What follows belongs to an exercise in optimizing a design on an open flow for small area, a short achievable clock period and few clock cycles; a production flow would make more cautious choices. Only simulation tests tie the RTL to the original design; equivalence was not proved.

## flow/design.v (module list and top-level ports; edited modules follow where they fit)
// module alu: 677 lines
module alu #(
    parameter INST_W = 4,
    parameter INT_W  = 6,
    parameter FRAC_W = 10,
    parameter DATA_W = INT_W + FRAC_W
)(
    input                      i_clk,
    input                      i_rst_n,
    input                      i_in_valid,
    output                     o_busy,
    input         [INST_W-1:0] i_inst,
    input  signed [DATA_W-1:0] i_data_a,
    input  signed [DATA_W-1:0] i_data_b,
    output                     o_out_valid,
    output        [DATA_W-1:0] o_data
);
  // ...
==> flow/flow/run.sh <==
#!/bin/bash
# The standard layout, with faster port buffers and timing repair aimed
# at a shorter period than the design's (the SDC itself is unchanged).
set -euo pipefail
bash standard.sh \
  BUFFER_PORTS_ARGS="-buffer_cell sky130_fd_sc_hd__buf_4" \
  SETUP_SLACK_MARGIN=20.6 \
  finish > standard.log 2>&1
==> flow/standard.sh <==
#!/bin/bash
# synth_recipe.tcl (not shown) runs the flow's synth.tcl, then flattens the netlist and writes it again
# the make line also repeats each setting of config.mk as NAME=value (left out here)
make -C /OpenROAD-flow-scripts/flow DESIGN_CONFIG=/design/flow/config.mk WORK_HOME=/design/flow/orfs CLKGATE_MAP_FILE= SYNTH_SCRIPT=/design/flow/synth_recipe.tcl "${@:-finish}"
==> flow/config.mk <==
export PLATFORM = sky130hd
export DESIGN_NAME = alu
export DESIGN_NICKNAME = alu
export VERILOG_FILES = /design/flow/design.v
export SDC_FILE = /design/flow/constraint.sdc
export NUM_CORES = 4
export LEC_CHECK = 0
export ABC_AREA = 1
export CAP_MARGIN = 20
export CORE_MARGIN = 2
export CORE_UTILIZATION = 40
export SLEW_MARGIN = 20
==> flow/constraint.sdc <==
create_clock -name core_clock -period 27.0 [get_ports {i_clk}]
set_input_delay 5.4000 -clock core_clock [delete_from_list [all_inputs] [get_ports {i_clk}]]
set_output_delay 5.4000 -clock core_clock [all_outputs]
set_load 0.01 [all_outputs]
==> impl_metrics.yaml, run 1 <==
outcome:
  run_status: "complete, no violations"
sta:
  fin_worst_skew_ns: 0.01058
global_route:
  antenna_found_initial: 2
  gr-usage-met2_pct: 51.27
  grt_busiest_layer: "met2"
  grt_max_degree: 64
min_path:
  min_from: "s1_res$_DFF_PN0_"
cells_and_area:
  final_common_cell: "nand2_1"
  antenna_cells: 2
  stdcell_count: 5317
  area_delta_synth_final_pct: 8.568
  fin_util_pct: 43.95
placement:
  io_buffers: 56
critical_path:
  critPathLaunch: "busy_r$_DFF_PN0_"
  slowest_delay_ns: 0.43
  cp_top_family: "flip-flops"
routing:
  dr.max_layer_used: "met5"
  drc: 0
synthesis:
  synth_compound_area_share_pct: 15.72
  yosys_warnings: 2
  synthArstFlopShare_pct: 21.03
  synth_nets: 4700
floorplanning:
  io_pins: 57
  start_util_pct: 40.48
  die_area_um2: 74640
cts:
  ctsRootBufferMaster: "clkbuf_16"
Testbench counts, summed over its fixed seeds: cycles 3,420.
==> inputs of run 2 (changes only) <==
--- a/flow/design.v
+++ b/flow/design.v
@@ -19,16 +19,19 @@
 reg [15:0] a0, b0;
 reg        busy_r;       
 reg        busy_i;       
 always @(posedge i_clk) begin
     op0 <= i_inst;
     b0  <= i_data_b;
     if (!busy_i) a0 <= i_data_a;
 end
+reg [10:0] u0;
+always @(posedge i_clk)
+    u0 <= i_data_a[11] ? (~i_data_a[10:0] + 11'd1) : i_data_a[10:0];
 reg        s1_res;       
 reg        s1_mac;       
 reg        s1_sin;       
 reg        s1_neg;       
 reg  [2:0] row_cnt;      
 reg  [3:0] t_cnt;        
 reg        out_valid_r;
 wire s0_res  = v0 && (op0 != 4'b1001);
@@ -553,17 +556,17 @@
     else if (psign && acc[35] && !mac[35])  acc_n = {1'b1, {35{1'b0}}};
     else                                    acc_n = mac;
 end
 always @(posedge i_clk or negedge i_rst_n) begin
     if (!i_rst_n) acc <= 36'd0;
     else if (mac0) acc <= acc_n;
 end
 wire [11:0] sin_x = a0[11:0];
-wire [10:0] sin_u = sin_x[11] ? (~sin_x[10:0] + 11'd1) : sin_x[10:0];
+wire [10:0] sin_u = u0;
 wire [12:0] sin_rom;
 localparam [2047:0] SIN_T0 = 2048'h71c70e3c78f0e1e1e1f0f83e0f81f01f80ff00ff800fff800007fffffffffff80000fff800ff807f80f7871e38f1c71ce38c739c6739cc663319998cccccc9999b3266cd9366d936c926dbffe003ff007f807f80fc07e07e07c1f83e1f078471e38e71c71ce39c639ce718ce7398ce63399ccc66633333199999999b33332666ccd993266c99326c9b26c9b64db649b6d924924924924925b6d24b6d25b4b696d2d2d2d2d2d2d296b4a5ad294a5294a56b5a95ad4ad4ad5a952a54a952ad5aa55aad56ab55aa955aab556aa9556aaa5556aaa95554aaaad55556aaaaab55555552aaaaaaaaa55555555555555552aaaaaaaaaaaaaaaaaaaaaaaaaaaaaaaaaaaa;
 assign sin_rom[0] = SIN_T0[sin_u];
 localparam [2047:0] SIN_T1 = 2048'hfc0fe03f80fe01fe00ff801ff800fff8000ffff8000007fffffffffffffffffffff000000ffff8000f7f81fc0fe07e0fc0f83e0783e0f87c3e1e1f0f0f0f1e1e3c3870e1c78e1c70e38e3fffffc00007fff8000fff8007ff801ffc01ff8007e03f07e07e0fc1f83e0f81f0f83e0f07c3e1f0f8783c3c3e1e1e1e1e3c3c3c7870f1e1c3870e1c38f1c38f1c78e3871c71e38e38e38e38e39c71c738e39c738e71ce31ce31ce31ce738c631ce739ce7398c6319ce7318ce6319cc67319cce63399cce673399cce66333998cce6673339998ccce66673333199998cccccc666666633333333339999999999999999ccccccccccccccccccccccccccccccccccccc;
 assign sin_rom[1] = SIN_T1[sin_u];
 localparam [2047:0] SIN_T2 = 2048'h3ffe0007ffe0001ffff800007fffff800000007fffffffffffffffffffffffffffffffff3fffffff08001fff0007ff000ffc007fc00ff803fe01ff00ff01fe03fc07f01f80fe07f03f03ffffffffff80000000ffffff800001ffffe000078003ff8007ff001ffc00ffe00ffdff007fc01ff007fc03fc01fe01fe03fc03f807f01fe03f80fe03f01fc0fe07f03f81f81fc0fc0fc0fc0fc1f81f83f03e07c0f81f03e0fc1f03e0f83f07c1f07c1f07c1f07c1e0f83e0f07c1e0f87c1e0f07c3e1f0f87c3e1f0f87c3c1e0f0f8783c3e1e0f0f078783c3c1e1e1f0f0f0f87878783c3c3c3c3c1e1e1e1e1e1e1e1e0f0f0f0f0f0f0f0f0f0f0f0f0f0f0f0f0f0f0;
 assign sin_rom[2] = SIN_T2[sin_u];
 localparam [2047:0] SIN_T3 = 2048'h1ffffffe000000007ffffffffff8000000000000000000000000000000000000000003fffffffffffe0000007fffff000007ffff00003fffe0000fffe0003fff8001fff0007ffc003ffffffffffffffffff000000000001fffffffffffffc000007ffffe00000fffff00000007fffe00007fffc0001fffe0003fffc0007ffe0003fff0003ffe000fff8003ffe001fff000fff000ffe001ffc003ff800ffe003ff001ffc00ffc007fe007fe007fe007fe00ffc00ff801ff007fe00ff803fe00ff803fe00ff803fe00ff007fc03fe00ff007f803fc01fe01ff00ff007f807fc03fc03fc01fe01fe01fe01fe00ff00ff00ff00ff00ff00ff00ff00ff00ff00;
==> flow/flow/run.sh (replaced) <==
#!/bin/bash
# The standard layout, with faster port buffers and timing repair aimed
# at a shorter period than the design's (the SDC itself is unchanged).
set -euo pipefail
bash standard.sh \
  BUFFER_PORTS_ARGS="-buffer_cell sky130_fd_sc_hd__buf_4" \
  SETUP_SLACK_MARGIN=20.5 \
  finish > standard.log 2>&1
==> impl_metrics.yaml, run 2 <==
cells_and_area:
  fill_cells: 7670
  largest_reg_flops: 112
  final_common_cell: "nand2_1"
  top_register: "m"
  final_cell_mix: "nand2_1, inv_1, nand3_1"
  largestRegisters: "m: 112 flops, acc: 36 flops"
  area_delta_synth_final_pct: 8.323
  stdcell_count: 5386
  layout.nets: 4705
  final_area_um2: 31960
  drive_gt1_share_pct: 7.388
critical_path:
  crit_slowest_cell: "dfrtp_1"
  critical_path_class: "reg -> out"
  regToRegSetupSlack_ns: 20.83
  cp_data_arrival_time_ns: 1.11
  cp_cell_sequence: "buf_6"
  required_ns: 21.60
  crit_path_max_fanout: 2
  r2r_cells: 26
  cp.buffers_inverters: 1
  slowest_delay_ns: 0.40
  cp-endpoint: "o_busy"
  cp.depth: 1
  cp_top_family: "flip-flops"
  critPathLaunch: "busy_r$_DFF_PN0_"
  worst_setup_path_start_kind: "flip-flop"
  regToRegEndpoint: "acc[25]$_DFFE_PN0P_"
  regToRegStartpoint: "b0[13]$_DFF_P_"
  endpoint_kind: "output pin"
routing:
  wire_per_inst_um: 22.76
  drt_iter0_drc: 4104
  finalWirelength_mm: 122.6
  vias_per_cell: 5.848
  vias: 31500
  drc: 0
  drt_first_pass_iters: 9
  drtAntennaViolNets: 0
synthesis:
  netlist_area_um2: 29510
  syn_area_per_cell_um2: 6.621
  syn_inst: 4457
  synth_top_area_share_pct: 17.59
  synth_nets: 4759
  synth-main-ff-cell: "edfxtp_1"
  synthArstFlopShare_pct: 20.08
  synth-seq-area-share_pct: 21.79
  yosysUniqueCellTypes: 66
  synth.most_common_cell: "nand2_1"
  synth_edf_count: 130
  synth_area_leaders: "nand2_1, edfxtp_1, fa_1"
  synthTopCellsByCount: "nand2_1, inv_1, nand3_1"
  yosys_warnings: 2
  synth-seq-cells: 244
  synth_largest_area_cell: "nand2_1"
global_route:
  antenna_found_initial: 2
  gr-usage-met2_pct: 48.64
  grt_overflow: 0
  grt_busiest_layer: "met2"
  grt.total_usage_pct: 31.55
  grt_max_degree: 80
  grt.met3_usage_pct: 6.359
  grtUsageMet1_pct: 41.75
  grt_pass1_wl_mm: 184.0
  grt_pass1_vias: 29770
floorplanning:
  fp.dieH_um: 275.6
  die_area_um2: 75960
  rows: 99
  die_w_um: 275.6
  start_util_pct: 40.45
  coreArea_um2: 72960
  io_pins: 57
sta:
  relSlewSlack_pct: 23.53
  grt_setup_unrepaired: "yes"
  period_minus_slack_ns: 6.512
  slew_viol_final: 0
  post-route-period-util_pct: 24.12
  maxClockFrequency_ghz: 0.1536
  hold_viol_final: 0
  tightest_slew_ns: 1.135
  fin_worst_skew_ns: 0.03593
  finalSetupTns_ns: 0
  setup_viol: 0
cts:
  cts_made_buffers: 30
  ctsRootBufferMaster: "clkbuf_16"
  cts.sinks: 244
  cts_buffer_depth: 3
  cts_max_level: 1
  clock_latency_ns: 0.62
  hold_buffers: 0
  cts_tree: "done"
  cts.clk_slew.worst_paths_ns: 0.06
min_path:
  hold_class: "reg -> reg"
  holdPathStages: 0
  min_from: "m[6][6]$_DFFE_PP_"
outcome:
  run_status: "complete, no violations"
placement:
  gp_congestion: 1.069
  io_buffers: 56
  place_hpwl_mm: 91.30
  placed_area_um2: 30510
  dp.cells: 5302
flow_run:
  drv_cap: 0
## run 2: changes by cell type after synthesis, moves of 10 or more
cell and delta:
a21oi_1 -58, o21ai_1 -49, nand3_1 +37, o21ai_0 +24, nand2_1 +22, inv_1 +21, nor2_1 +17, buf_2 -16
dfxtp_1 +11, xor2_1 +11, clkbuf_1 +10, o211ai_1 +10
## run 2: logic make-up (layout without fill, tap and decap cells)
kind of cell,Yosys count,in the layout,share of synthesized area [%]
simple gates,2250,2252,32.05
compound gates,740,740,14.59
buf+inv,718,685,10.09
fa+ha+maj,263,263,14.28
flops,244,244,21.79
xor+xnor,240,240,7.123
mux,2,2,0.07632
other cells,0,1,0
## run 2: worst min path at each step
stage / endpoint / slack [ns]
after floorplan: out_valid_r$_DFF_PN0_ / 0.41
after global placement: m[3][9]$_DFFE_PP_ / 0.43
after detailed placement: m[1][13]$_DFFE_PP_ / 0.43
after CTS: m[6][8]$_DFFE_PP_ / 0.44
after global routing: m[6][8]$_DFFE_PP_ / 0.44
final: m[6][8]$_DFFE_PP_ / 0.44
## run 2: repair_timing
| action | CTS | global route |
|---|---|---|
| gates resized for setup | 18 | 28 |
| pin swaps | 0 | 2 |
| setup endpoints to repair | 45 | 53 |
| endpoints found under the hold margin | 0 | 0 |
| gates cloned | 0 | 3 |
| buffers inserted | 1 | 24 |
## run 2: stage by stage
step / hold WS [ns] / setup WS (ns) / utilization [%]
CTS: 0.4449 / 20.45 / 43.34
floorplan: 0.4125 / 20.57 / -
detailed placement: 0.4331 / 20.15 / 41.82
global route: 0.4441 / 20.45 / 43.81
finish: 0.4421 / 20.49 / 43.81
global placement: 0.4307 / 20.29 / 41.79
## run 2: routing by layer
layer,wire length (um),vias up
met5,0,-
met4,7607,0
met3,12780,455
met2,53100,1955
li1,-,14560
met1,49080,14520
## run 2: layout make-up
cell class,count,area [um2],share of cell area (%)
timing repair buffer,150,1177,3.683
inverter,479,1831,5.727
sequential,244,6456,20.20
multi-input combinational,3497,20240,63.33
antenna,1,2.502,0.007829
tap,959,1200,3.754
timing repair inverter,1,5.005,0.01566
clock inverter,20,269.0,0.8416
clock buffer,35,779.5,2.439
Testbench counts of run 2, summed over its fixed seeds: cycles 3,420.

[re-timing with driven ports]
How much do the figures lean on ideal ports? The routed layouts below were timed once more, with nothing changed but the port constraints.
Step 1: set_driving_cell puts a clkbuf_16 on i_clk and a buf_2 on each other input, an assumption about the parent block.
Step 2 times the ports against the registers' clock, not the clock port: input delays grow and output delays shrink by t, the midpoint of the rising clock arrivals with the driver on.
a / b / c = ideal ports / drivers / drivers and shift; a / b = the first two.
run | t, ns | setup slack, ns | hold WS [ns] | worst setup path at the end | clock arrival spread, ns
run 1 | 0.625 | 20.468 / 20.409 / 20.294 | 0.445 / 0.445 / 0.445 | input to register | 0.013 / 0.013
run 2 | 0.662 | 20.488 / 20.423 / 20.305 | 0.442 / 0.442 / 0.442 | input to register | 0.037 / 0.036
After both steps setup and hold are still met in every run listed. For run 2, which loses most, drivers alone change the setup slack by -0.065 ns; drivers and shift together by -0.183 ns.
